What follows belongs to an exercise in optimizing a design on an open flow for small area, a short achievable clock period and few clock cycles; a production flow would make more cautious choices. No functional check of the RTL was part of any run shown here. No activity file was given, so power comes from the tool's default toggle rates.

==> flow/design.v (outline; a module is shown in full before it is edited, if it fits) <==
// module MyDesign: 1596 lines
// module fa: 4 lines
module MyDesign (
    input  wire        dut_run,
    output reg         dut_busy,
    input  wire        reset_b,
    input  wire        clk,
    output wire        input_sram_write_enable,
    output wire [11:0] input_sram_write_addresss,
    output wire [15:0] input_sram_write_data,
    output wire [11:0] input_sram_read_address,
    input  wire [15:0] input_sram_read_data,
    output reg         output_sram_write_enable,
    output wire [11:0] output_sram_write_addresss,
    output wire [15:0] output_sram_write_data,
    output wire [11:0] output_sram_read_address,
    input  wire [15:0] output_sram_read_data,
    output wire        scratchpad_sram_write_enable,
    output wire [11:0] scratchpad_sram_write_addresss,
    output wire [15:0] scratchpad_sram_write_data,
    output wire [11:0] scratchpad_sram_read_address,
    input  wire [15:0] scratchpad_sram_read_data,
    output wire        weights_sram_write_enable,
    output wire [11:0] weights_sram_write_addresss,
    output wire [15:0] weights_sram_write_data,
    output wire [11:0] weights_sram_read_address,
    input  wire [15:0] weights_sram_read_data
);
  // ...
==> flow/flow/run.sh <==
#!/bin/bash
# Layout: the standard ORFS flow (standard.sh, unchanged synthesis),
# with repair_timing asked to keep a setup margin of 7.75 ns on the design's
# 11 ns clock, and the port buffers made as buf_2 cells.
# Each ORFS step writes its full log under orfs/logs; make's output goes to
# standard.log.
set -o pipefail
bash standard.sh SETUP_SLACK_MARGIN=7.75 "BUFFER_PORTS_ARGS=-buffer_cell sky130_fd_sc_hd__buf_2" finish > standard.log 2>&1
==> flow/standard.sh <==
#!/bin/bash
# synth_recipe.tcl (not shown) runs the flow's synth.tcl, then flattens the netlist and writes it again
# the make line also repeats each setting of config.mk as NAME=value (left out here)
make -C /OpenROAD-flow-scripts/flow DESIGN_CONFIG=/design/flow/config.mk WORK_HOME=/design/flow/orfs CLKGATE_MAP_FILE= SYNTH_SCRIPT=/design/flow/synth_recipe.tcl "${@:-finish}"
==> flow/config.mk <==
export PLATFORM = sky130hd
export DESIGN_NAME = MyDesign
export DESIGN_NICKNAME = MyDesign
export VERILOG_FILES = /design/flow/design.v
export SDC_FILE = /design/flow/constraint.sdc
export NUM_CORES = 4
export LEC_CHECK = 0
export ABC_AREA = 1
export CAP_MARGIN = 20
export CORE_MARGIN = 2
export CORE_UTILIZATION = 55
export CTS_BUF_LIST = sky130_fd_sc_hd__clkbuf_8 sky130_fd_sc_hd__clkbuf_16
export CTS_CLUSTER_DIAMETER = 80
export CTS_CLUSTER_SIZE = 30
export SLEW_MARGIN = 20
export SYNTH_HIERARCHICAL = 1
export SYNTH_MINIMUM_KEEP_SIZE = 0
==> flow/constraint.sdc <==
create_clock -name core_clock -period 11.0 [get_ports {clk}]
set_input_delay 2.2000 -clock core_clock [delete_from_list [all_inputs] [get_ports {clk}]]
set_output_delay 2.2000 -clock core_clock [all_outputs]
set_load 0.01 [all_outputs]
==> impl_results.md, run 1 <==
- Vias per cell: 5.60
- CP top delay family: flip-flops
- Slew margin rel.: 0.216
- Layout overhead on the synthesized area: 8.64%
- Inverters, non-clock: 331
- Vias in the first global route: 20100
- Ys Warns: 7
- Wire length of the first global-routing pass: 129 mm
- Critical path class: reg -> out
- Total gr overflow: 0
- Area contributors post-synth: dfxtp_1 (28%), fa_1 (23%), xor2_1 (8.5%)
- Top_reg_cell synth: dfxtp_1
- Std-Cell Rows: 83
- Synth cell types: 41
- Remaining DRCs: 0
- Filler cells: 4410
- Layout cells sized above 1: 0.0970
- # clk buffers: 30
- Slew Viols, Final: 0
- Die height: 232 um
- DIE AREA: 53700 um^2
- Outcome: timing/DRC/antenna clean
- HP Start: x4[4]
- P_sw: 4.31 mW
- Final hold slack: 0.359 ns
- Hold Buf Count CTS: 0
- Setup Buffers After CTS: 65
- Simple-gate share of the synthesized area: 0.0926
- CP max-delay cell: edfxtp_1
- CTS resizes: 29
- Multi-input combinational area share: 0.524
==> run 2, diff against run 1 <==
--- a/flow/design.v
+++ b/flow/design.v
@@ -31,20 +31,18 @@
   assign scratchpad_sram_write_enable = 1'b0;
   assign scratchpad_sram_write_addresss = 12'b0;
   assign scratchpad_sram_write_data = 16'b0;
   assign scratchpad_sram_read_address = 12'b0;
   assign weights_sram_write_enable = 1'b0;
   assign weights_sram_write_addresss = 12'b0;
   assign weights_sram_write_data = 16'b0;
   reg busy;
-  reg run_q;
-  always @(posedge clk) run_q <= dut_run;
-  wire start = ~busy & run_q;
-  wire runi = run_q;
+  wire start = ~busy & dut_run;
+  wire runi = dut_run;
   reg       rd;
   reg [2:0] st;
   reg [4:0] q;
   reg [6:0] raddr;
   reg [2:0] waddr_w;
   wire       q_end  = (q == 5'd31);
   wire       rd_c   = rd & ~(q_end & (st == 3'd6));
   wire [4:0] q_c    = q_end ? 5'd1 : (q == 5'd1 && st != 3'd0) ? 5'd3 : q + 5'd1;
@@ -91,47 +89,56 @@
     if (ld && q == 5'd4) kr[63:48] <= {weights_sram_read_data[7:0], weights_sram_read_data[15:8]};
     if (ld && q == 5'd5) kr[71:64] <= weights_sram_read_data[15:8];
     if (sw) begin
       kr[23:0] <= kr[71:48];
       kr[71:48] <= kr[23:0];
     end
   end
   reg [15:0] x0, x1, x2, x3, x4, x5;
-  reg [2:0] ph;    
+  reg [7:0]  x6;
+  reg [17:0] ph;    
   always @(posedge clk) begin
     x0 <= input_sram_read_data;
     if (sw) begin
       x1 <= x3; x2 <= x0; x3 <= x1;
     end else begin
       x1 <= x0; x2 <= x1; x3 <= x2;
     end
     x4 <= x3; x5 <= x4;
-    ph <= {3{start}} | ~ph;
-  end
-  reg [7:0] px0;
-  reg [7:0] px1;
-  reg [7:0] px2;
-  reg [7:0] px3;
-  reg [7:0] px4;
-  reg [7:0] px5;
-  reg [7:0] px6;
-  reg [7:0] px7;
-  reg [7:0] px8;
-  always @(posedge clk) begin
-    px0 <= ph[0] ? x5[7:0] : x4[15:8];
-    px1 <= ph[1] ? x4[15:8] : x4[7:0];
-    px2 <= ph[2] ? x4[7:0] : x3[15:8];
-    px3 <= ph[0] ? x3[7:0] : x2[15:8];
-    px4 <= ph[1] ? x2[15:8] : x2[7:0];
-    px5 <= ph[2] ? x2[7:0] : x1[15:8];
-    px6 <= ph[0] ? x1[7:0] : x0[15:8];
-    px7 <= ph[1] ? x0[15:8] : x0[7:0];
-    px8 <= ph[2] ? x0[7:0] : input_sram_read_data[15:8];
+    x6 <= x5[7:0];
+    ph <= {18{start}} | ~ph;
   end
+  wire [7:0] pa0 = x5[15:8];
+  wire [7:0] pb0 = x6[7:0];
+  wire [7:0] px0 = {ph[1] ? pa0[7:4] : pb0[7:4], ph[0] ? pa0[3:0] : pb0[3:0]};
+  wire [7:0] pa1 = x5[7:0];
+  wire [7:0] pb1 = x5[15:8];
+  wire [7:0] px1 = {ph[3] ? pa1[7:4] : pb1[7:4], ph[2] ? pa1[3:0] : pb1[3:0]};
+  wire [7:0] pa2 = x4[15:8];
+  wire [7:0] pb2 = x5[7:0];
+  wire [7:0] px2 = {ph[5] ? pa2[7:4] : pb2[7:4], ph[4] ? pa2[3:0] : pb2[3:0]};
+  wire [7:0] pa3 = x3[15:8];
+  wire [7:0] pb3 = x4[7:0];
+  wire [7:0] px3 = {ph[7] ? pa3[7:4] : pb3[7:4], ph[6] ? pa3[3:0] : pb3[3:0]};
+  wire [7:0] pa4 = x3[7:0];
+  wire [7:0] pb4 = x3[15:8];
+  wire [7:0] px4 = {ph[9] ? pa4[7:4] : pb4[7:4], ph[8] ? pa4[3:0] : pb4[3:0]};
+  wire [7:0] pa5 = x2[15:8];
+  wire [7:0] pb5 = x3[7:0];
+  wire [7:0] px5 = {ph[11] ? pa5[7:4] : pb5[7:4], ph[10] ? pa5[3:0] : pb5[3:0]};
+  wire [7:0] pa6 = x1[15:8];
+  wire [7:0] pb6 = x2[7:0];
+  wire [7:0] px6 = {ph[13] ? pa6[7:4] : pb6[7:4], ph[12] ? pa6[3:0] : pb6[3:0]};
+  wire [7:0] pa7 = x1[7:0];
+  wire [7:0] pb7 = x1[15:8];
+  wire [7:0] px7 = {ph[15] ? pa7[7:4] : pb7[7:4], ph[14] ? pa7[3:0] : pb7[3:0]};
+  wire [7:0] pa8 = x0[15:8];
+  wire [7:0] pb8 = x1[7:0];
+  wire [7:0] px8 = {ph[17] ? pa8[7:4] : pb8[7:4], ph[16] ? pa8[3:0] : pb8[3:0]};
   wire [11:0] kd0 = booth(kr[7:0]);
   wire [11:0] kd1 = booth(kr[15:8]);
   wire [11:0] kd2 = booth(kr[23:16]);
   wire [11:0] kd3 = booth(kr[31:24]);
   wire [11:0] kd4 = booth(kr[39:32]);
   wire [11:0] kd5 = booth(kr[47:40]);
   wire [11:0] kd6 = booth(kr[55:48]);
   wire [11:0] kd7 = booth(kr[63:56]);
==> flow/flow/run.sh (replaced) <==
#!/bin/bash
# Layout: the standard ORFS flow (standard.sh, unchanged synthesis),
# with repair_timing asked to keep a setup margin of 7.6 ns on the design's
# 11 ns clock, and the port buffers made as buf_2 cells.
# Each ORFS step writes its full log under orfs/logs; make's output goes to
# standard.log.
set -o pipefail
bash standard.sh SETUP_SLACK_MARGIN=7.6 "BUFFER_PORTS_ARGS=-buffer_cell sky130_fd_sc_hd__buf_2" finish > standard.log 2>&1
==> impl_results.md, run 2 <==
- Least-Margin Pin Slew: 0.959 ns (was 1.17 ns)
- Top reg by flops: kr (unchanged)
- Routed Antenna Nets: 0 (unchanged)
- Clock-pin slew of the registers on the worst-case setup and hold paths: 0.11 ns (about the same)
- DIE AREA: 52400 um^2 (was 53700 um^2)
- Hold crit path type: reg -> reg (unchanged)
- Slew margin rel.: 0.356 (was 0.216)
- Mapped Cells: 2843 (was 2908)
- Post-DR wirelength/cell: 25.2 um (was 24.0 um)
- Peak supply drop: 0.245 mV (was 0.243 mV)
- Cell type with the largest total area after synthesis: dfxtp_1 (unchanged)
- Avg Inst Size Synth: 9.78 um^2 (was 9.80 um^2)
- Clk Latency, worst-skew pair: 0.61 ns (was 0.65 ns)
- Detailed Place HPWL: 74.9 mm (was 72.7 mm)
- Core area: 50100 um^2 (was 51300 um^2)
- H-tree Lvls: 1 (unchanged)
- Max Cap Violations: 0 (unchanged)
- PD cells: 304 nW/um^2 (was 313 nW/um^2)
- Commonest non-fill, non-tap cells in the layout: nand2_1 (431), dfxtp_1 (354), fa_1 (323) (was nand2_1 (425), dfxtp_1 (387), fa_1 (323))
- Final RePlAce weighted congestion: 0.990 (was 1.02)
- CTS root buffer: clkbuf_16 (unchanged)
- Hold Buf Count CTS: 0 (unchanged)
- Largest net degree at the start of global routing: 82 (was 100)
- CP max-delay cell: edfxtp_1 (unchanged)
- Vias in the first global route: 20000 (was 20100)
- Post-synth ARST share: 0 (unchanged)
- Finished Core Util: 0.602 (was 0.604)
- IO Pins: 232 (unchanged)
- Initial antenna violation count: 7 (was 1)
- Static Leak: 13.5 nW (was 13.9 nW)
- Worst Clk Skew: 0.0297 ns (was 0.0433 ns)
- HP Start: wd_lo[4] (was x4[4])
- Final hold viol count: 0 (unchanged)
- Final min period: 3.40 ns (was 3.45 ns)
- Fin nets: 3396 (was 3470)
- Starting density of the core: 0.555 (was 0.556)
- CP Launch Point: waddr_o[5] (unchanged)
- Sequential area share after synthesis: 0.343 (was 0.364)
- Tcrit/Tclk final: 0.309 (was 0.314)
- Final setup viols: 0 (unchanged)
- Drt first pass iters: 6 (unchanged)
- CTS max path bufs: 3 (unchanged)
- Synth cell types: 42 (was 41)
- Yosys reg bits: 437 (was 479)
- Buf+Inv Stages, Crit Path: 1 (unchanged)
- Outcome: timing/DRC/antenna clean (unchanged)
- CP top delay family: flip-flops (unchanged)
- Filler cells: 4314 (was 4410)
- Worst EP arrival: 1.20 ns (was 1.25 ns)
- Setup crit start kind: register (unchanged)
- Post-DP Area: 28200 um^2 (was 29000 um^2)
- Most common cell after layout, fill and taps aside: nand2_1 (unchanged)
- Crit end category: output pin (unchanged)
- Delay of the slowest critical-path stage: 0.43 ns (was 0.44 ns)
- Layout overhead on the synthesized area: 8.41% (was 8.64%)
- R2r startpoint: kr[31] (was kr[5])
- Mapped Area: 27800 um^2 (was 28500 um^2)
- Cell breakdown of the critical path: buf_2 (unchanged)
- Remaining DRCs: 0 (unchanged)
- Critical path class: reg -> out (unchanged)
- Total Wirelength: 91.5 mm (was 89.2 mm)
- Die height: 229 um (was 232 um)
- # port buffers: 67 (unchanged)
- Largest registers: kr x72, ph x18
- Design area: 30100 um^2 (was 31000 um^2)
- Clock sink count: 437 (was 479)
- DIE WIDTH: 229 um (was 232 um)
- Ys Warns: 7 (unchanged)
- Initial DRC Count: 2258 (was 1990)
- Vias per cell: 5.63 (was 5.60)
- RSZ-0062 raised after global routing: yes (unchanged)
- Slew Viols, Final: 0 (unchanged)
- Total gr overflow: 0 (unchanged)
- Fin Setup TNS: 0 ns (unchanged)
- Tot GR Track Use: 0.348 (was 0.332)
- Post-synth EDFFs: 79 (unchanged)
- Layout cells sized above 1: 0.0953 (was 0.0970)
- Wire length of the first global-routing pass: 132 mm (was 129 mm)
- Max Fanout on Critical Path: 2 (unchanged)
- Count leader, synth: nand2_1 (unchanged)
- Via count: 20500 (was 20800)
- Std-Cell Rows: 82 (was 83)
- Most frequent cells after synthesis: nand2_1 (431), dfxtp_1 (358), fa_1 (325) (was nand2_1 (439), dfxtp_1 (400), fa_1 (325))
- CTS tree: yes (unchanged)
- Fmax: 294 MHz (was 290 MHz)
- Area share of the largest cell type after synthesis: 0.258 (was 0.281)
- Max reg flops: 72 (unchanged)
- CP required: 8.80 ns (about the same)
- Top_reg_cell synth: dfxtp_1 (unchanged)
- Area contributors post-synth: dfxtp_1 (26%), fa_1 (23%), xor2_1 (10%) (was dfxtp_1 (28%), fa_1 (23%), xor2_1 (8.5%))
- Number of CTS-inserted buffers: 24 (was 30)
[run 2: per-layer routing]
layer / routed length [um] / share of wire / global-route usage
met1: 35600 / 0.39 / 0.459
met4: 5640 / 0.062 / 0.174
met2: 42200 / 0.46 / 0.565
met5: 27 / 0.00030 / 0
met3: 8020 / 0.088 / 0.0483
[run 2: layout make-up]
cell class / instances / area, um^2 / share of cell area
Antenna cell: 3 / 7.51 / 0.000249
Inverter: 320 / 1200 / 0.0399
Tap cell: 672 / 841 / 0.0279
Clock inverter: 16 / 246 / 0.00818
Timing Repair Buffer: 156 / 1090 / 0.0360
Sequential cell: 437 / 9540 / 0.317
Clock buffer: 26 / 639 / 0.0212
Multi-Input combinational cell: 2005 / 16600 / 0.550
[run 2: per-module statistics from Yosys (local to each module, per instance)]
module	cell area, um^2	flops+latches
fa	20.0	0
MyDesign	21300	437
[run 2: path summary, 6_finish.rpt]
check / to / slack [ns] / depth (start not counted)
worst max-delay path: output_sram_write_addresss[5] / 7.60 / 1
worst min-delay path: wd_hi[4] / 0.35 / 0
worst max register to register: r511 / 7.62 / 7
worst min register to register: wd_hi[4] / 0.35 / 0
[run 2: power breakdown]
part / total (mW) / leakage, nW / internal, mW / switching (mW)
clock: 1.09 / 0.428 / 0.465 / 0.622
combinational: 5.61 / 9.37 / 2.36 / 3.24
sequential: 2.46 / 3.73 / 2.21 / 0.255
[run 2: cell families after synthesis]
family,count (synthesis),synth area share
AOI/OAI and AO/OA,521,0.105
muxes,22,0.00792
other,1,0.000135
and+or+nand+nor,622,0.0896
buffers and inverters,532,0.0915
xor gates and xnor gates,323,0.102
adders and majority gates,385,0.261
DFF,437,0.343
[run 2: repair_timing]
| item | CTS | global route |
|---|---|---|
| setup buffers | 52 | 22 |
| endpoints found under the setup margin | 87 | 55 |
| resized for setup | 35 | 50 |
| pin swaps | 0 | 2 |
[run 2: stage by stage]
| step | power [mW] | hold WS (ns) | setup WS, ns | std cells |
|---|---|---|---|---|
| finish | 9.15 | 0.353 | 7.60 | 3635 |
| global route | 10.1 | 0.359 | 7.56 | 3632 |
| CTS | 9.21 | 0.351 | 7.58 | 3609 |
| detailed placement | 8.11 | 0.332 | 6.92 | 3515 |
| global placement | 7.88 | 0.330 | 6.94 | 3515 |
| floorplan | 6.15 | 0.326 | 7.91 | 2974 |
==> run 3, diff against run 2 <==
==> flow/flow/run.sh (replaced) <==
#!/bin/bash
# Layout: the standard ORFS flow (standard.sh, unchanged synthesis),
# with repair_timing asked to keep a setup margin of 7.7 ns on the design's
# 11 ns clock, and the port buffers made as buf_2 cells.
# Each ORFS step writes its full log under orfs/logs; make's output goes to
# standard.log.
set -o pipefail
bash standard.sh SETUP_SLACK_MARGIN=7.7 "BUFFER_PORTS_ARGS=-buffer_cell sky130_fd_sc_hd__buf_2" finish > standard.log 2>&1
==> impl_results.md, run 3 <==
- RR Endpoint: r522 (was r511)
- Most frequent cells after synthesis: nand2_1 (431), dfxtp_1 (358), fa_1 (325) (unchanged)
- GRT Max-Usage Layer: met2 (unchanged)
- Buf+Inv Stages, Crit Path: 1 (unchanged)
- Cell breakdown of the critical path: buf_2 (unchanged)
- Final RePlAce weighted congestion: 0.990 (unchanged)
- Design area: 30600 um^2 (was 30100 um^2)
- Fmax: 294 MHz (about the same)
- Max reg flops: 72 (unchanged)
- Critical path class: reg -> out (unchanged)
- Remaining DRCs: 0 (unchanged)
- Ys Warns: 7 (unchanged)
- Post-DP Area: 28200 um^2 (unchanged)
- End of the worst hold path: wd_hi[4] (unchanged)
- Commonest non-fill, non-tap cells in the layout: nand2_1 (431), dfxtp_1 (345), xor2_1 (317), fa_1 (317), inv_1 (290) (was nand2_1 (431), dfxtp_1 (354), fa_1 (323))
- Vias in the first global route: 20100 (was 20000)
- Clk Latency, worst-skew pair: 0.61 ns (about the same)
- Least-Margin Pin Slew: 0.972 ns (was 0.959 ns)
- CP required: 8.80 ns (about the same)
- Largest registers: kr x72, ph x18 (unchanged)
- Final setup viols: 0 (unchanged)
- Final min period: 3.40 ns (about the same)
- Layout cells sized above 1: 0.130 (was 0.0953)
- Synth cell types: 42 (unchanged)
- Max Cap Violations: 0 (unchanged)
- Initial DRC Count: 2147 (was 2258)
- CP top delay family: flip-flops (unchanged)
- Hold crit path type: reg -> reg (unchanged)
- Global routing usage on met1: 0.461 (was 0.459)
- Slew margin rel.: 0.349 (was 0.356)
- DIE WIDTH: 229 um (unchanged)
- Post-synth EDFFs: 79 (unchanged)
- Peak supply drop: 0.246 mV (was 0.245 mV)
- Area share of the largest cell type after synthesis: 0.258 (unchanged)
- Worst Clk Skew: 0.0337 ns (was 0.0297 ns)
- Reg2reg setup slack: 7.66 ns (was 7.62 ns)
- H-tree Lvls: 1 (unchanged)
- Std-Cell Rows: 82 (unchanged)
- Max Fanout on Critical Path: 2 (unchanged)
- Avg Inst Size Synth: 9.78 um^2 (unchanged)
- HP Start: wd_lo[4] (unchanged)
- Layout overhead on the synthesized area: 9.89% (was 8.41%)
- Tot GR Track Use: 0.350 (was 0.348)
- Drt first pass iters: 6 (unchanged)
- Die height: 229 um (unchanged)
- Tcrit/Tclk final: 0.309 (about the same)
- Clock-pin slew of the registers on the worst-case setup and hold paths: 0.11 ns (about the same)
- Sequential area share after synthesis: 0.343 (unchanged)
- Final hold viol count: 0 (unchanged)
- Worst EP arrival: 1.20 ns (about the same)
- CTS max path bufs: 3 (unchanged)
- WHS Path Cells: 0 (unchanged)
- Via count: 20700 (was 20500)
- Delay of the slowest critical-path stage: 0.44 ns (was 0.43 ns)
- FF-to-FF path depth: 10 (was 7)
- Wire length of the first global-routing pass: 132 mm (about the same)
- Mapped Cells: 2843 (unchanged)
- PD cells: 301 nW/um^2 (was 304 nW/um^2)
- Area contributors post-synth: dfxtp_1 (26%), fa_1 (23%), xor2_1 (10%) (unchanged)
- Top reg by flops: kr (unchanged)
- Detailed Place HPWL: 74.9 mm (unchanged)
- Count leader, synth: nand2_1 (unchanged)
- Vias per cell: 5.68 (was 5.63)
- Number of CTS-inserted buffers: 24 (unchanged)
- Most common cell after layout, fill and taps aside: nand2_1 (unchanged)
- Clock sink count: 437 (unchanged)
- Core area: 50100 um^2 (unchanged)
- Outcome: timing/DRC/antenna clean (unchanged)
- CP max-delay cell: edfxtp_1 (unchanged)
- Static Leak: 13.7 nW (was 13.5 nW)
- Post-DR wirelength/cell: 25.3 um (was 25.2 um)
- Finished Layout Cells: 3653 (was 3635)
- Filler cells: 4289 (was 4314)
- Cell type with the largest total area after synthesis: dfxtp_1 (unchanged)
- Fin Setup TNS: 0 ns (unchanged)
- Placed cell count: 3515 (unchanged)
- CTS root buffer: clkbuf_16 (unchanged)
- Total Wirelength: 92.3 mm (was 91.5 mm)
- Met2 Use GR: 0.575 (was 0.565)
- Starting density of the core: 0.555 (unchanged)
- Total gr overflow: 0 (unchanged)
- Fin nets: 3416 (was 3396)
- Largest net degree at the start of global routing: 82 (unchanged)
- Setup crit start kind: register (unchanged)
- R2r startpoint: kr[41] (was kr[31])
- Post-synth ARST share: 0 (unchanged)
- Mapped Area: 27800 um^2 (unchanged)
- Crit end category: output pin (unchanged)
- Routed Antenna Nets: 0 (unchanged)
- Yosys reg bits: 437 (unchanged)
- Finished Core Util: 0.610 (was 0.602)
- Initial antenna violation count: 6 (was 7)
- Top_reg_cell synth: dfxtp_1 (unchanged)
- Grt met3 use: 0.0454 (was 0.0483)
- Slew Viols, Final: 0 (unchanged)
- DIE AREA: 52400 um^2 (unchanged)
- # port buffers: 67 (unchanged)
- IO Pins: 232 (unchanged)
- CTS tree: yes (unchanged)
- RSZ-0062 raised after global routing: yes (unchanged)
## run 3: cell count changes in the layout (fill, tap and decap cells not counted), sizes merged
cell	change
buf	+19
clkinvlp	+2
diode	-2
inv	-1
## run 3: routing by layer
metal / wire (um) / share of wire
met5: 40 / 0.00043
met4: 5790 / 0.063
met3: 7850 / 0.085
met2: 42900 / 0.46
met1: 35700 / 0.39
## run 3: how the worst max path moves through the flow
stage                                          to  cells past startpoint        from
finish              output_sram_write_addresss[4]                      1  waddr_o[4]
global route        output_sram_write_addresss[4]                      1  waddr_o[4]
CTS                 output_sram_write_addresss[4]                      1  waddr_o[4]
detailed placement                           r562                      7       kr[5]
global placement                             r562                      7       kr[5]
floorplan                                  ph[10]                      6     dut_run
## run 3: modules after synthesis, one instance, submodules excluded
module	cell area [um^2]	copies in the design	cells
MyDesign	21300	1	2519
fa	20.0	324	1
## run 3: cell families (layout without fill, tap and decap cells)
kind of cell               Yosys count  in the layout  share of synthesized area
xor gates and xnor gates           323            323                      0.102
and+or+nand+nor                    622            622                     0.0896
other                                1            133                   0.000135
DFF                                437            437                      0.343
buffers and inverters              532            538                     0.0915
muxes                               22             22                    0.00792
AOI/OAI and AO/OA                  521            521                      0.105
adders and majority gates          385            385                      0.261
## run 3: final cells by class
cell class / instances / area [um^2] / share of cell area
inverters: 320 / 1210 / 0.0395
repair inverters: 1 / 7.51 / 0.000246
diodes: 1 / 2.50 / 0.0000819
well taps: 672 / 841 / 0.0275
clock inverters: 16 / 246 / 0.00807
multi-input cells: 2005 / 16800 / 0.550
repair buffers: 175 / 1240 / 0.0405
flip-flops and latches: 437 / 9560 / 0.313
clock buffers: 26 / 639 / 0.0209
## run 3: worst register-to-register path, cell delays in order, from the launching register on
cell	delay (ns)
edfxtp_1	0.43
buf_12	0.16
nor2_1	0.17
nand2_1	0.07
o21ai_0	0.13
inv_2	0.13
o22ai_1	0.20
xor2_1	0.33
fa_1	0.53
fa_2	0.65
fa_1	0.44
## run 3: report_power, final
group / internal (mW) / switching, mW / total [mW]
Clock: 0.465 / 0.620 / 1.08
Sequential: 2.21 / 0.259 / 2.47
Combinational: 2.38 / 3.25 / 5.64
Total: 5.06 / 4.13 / 9.19
## run 3: repair_timing
item,in CTS,in global routing
resized for setup,68,115
pin swaps,0,22
buffers inserted,59,35
setup endpoints to repair,97,89
hold buffers,0,0
gates cloned,1,0
## run 3: per-stage QoR
stage / setup slack [ns] / power, mW / hold slack [ns]
floorplan: 7.91 / 6.15 / 0.326
global placement: 6.94 / 7.88 / 0.330
detailed placement: 6.92 / 8.11 / 0.332
CTS: 7.58 / 9.23 / 0.351
global route: 7.56 / 10.1 / 0.359
finish: 7.60 / 9.19 / 0.352

[re-timing with driven ports]
The flow's constraints put no driver on any port. The routed layouts listed below were extracted and timed again, unchanged, in two steps.
Step 1 sets driving cells, clkbuf_16 on the clock port and buf_2 on the other inputs (assumed; they add their load-dependent delay and slew).
Step 2 also shifts input and output timing later by t, the mid clock arrival at the registers, as if the neighbouring blocks saw the same clock.
Slacks: no drivers / after step 1 / after step 2; pairs: no drivers / after step 1.
run | t (ns) | slack for setup (ns) | worst setup path at the end | latest minus earliest clock arrival (ns) | worst register clock-pin slew, ns
run 1 | 0.688 | 7.547 / 7.485 / 7.792 | register to register | 0.044 / 0.043 | 0.11 / 0.11
run 2 | 0.656 | 7.604 / 7.542 / 7.468 | input to register | 0.030 / 0.030 | 0.11 / 0.11
run 3 | 0.657 | 7.597 / 7.533 / 7.263 | input to register | 0.035 / 0.034 | 0.11 / 0.11
After both steps setup and hold are still met in every run listed. The setup slack of run 3, which loses most, moves by -0.064 ns with the drivers and by -0.334 ns with both steps.
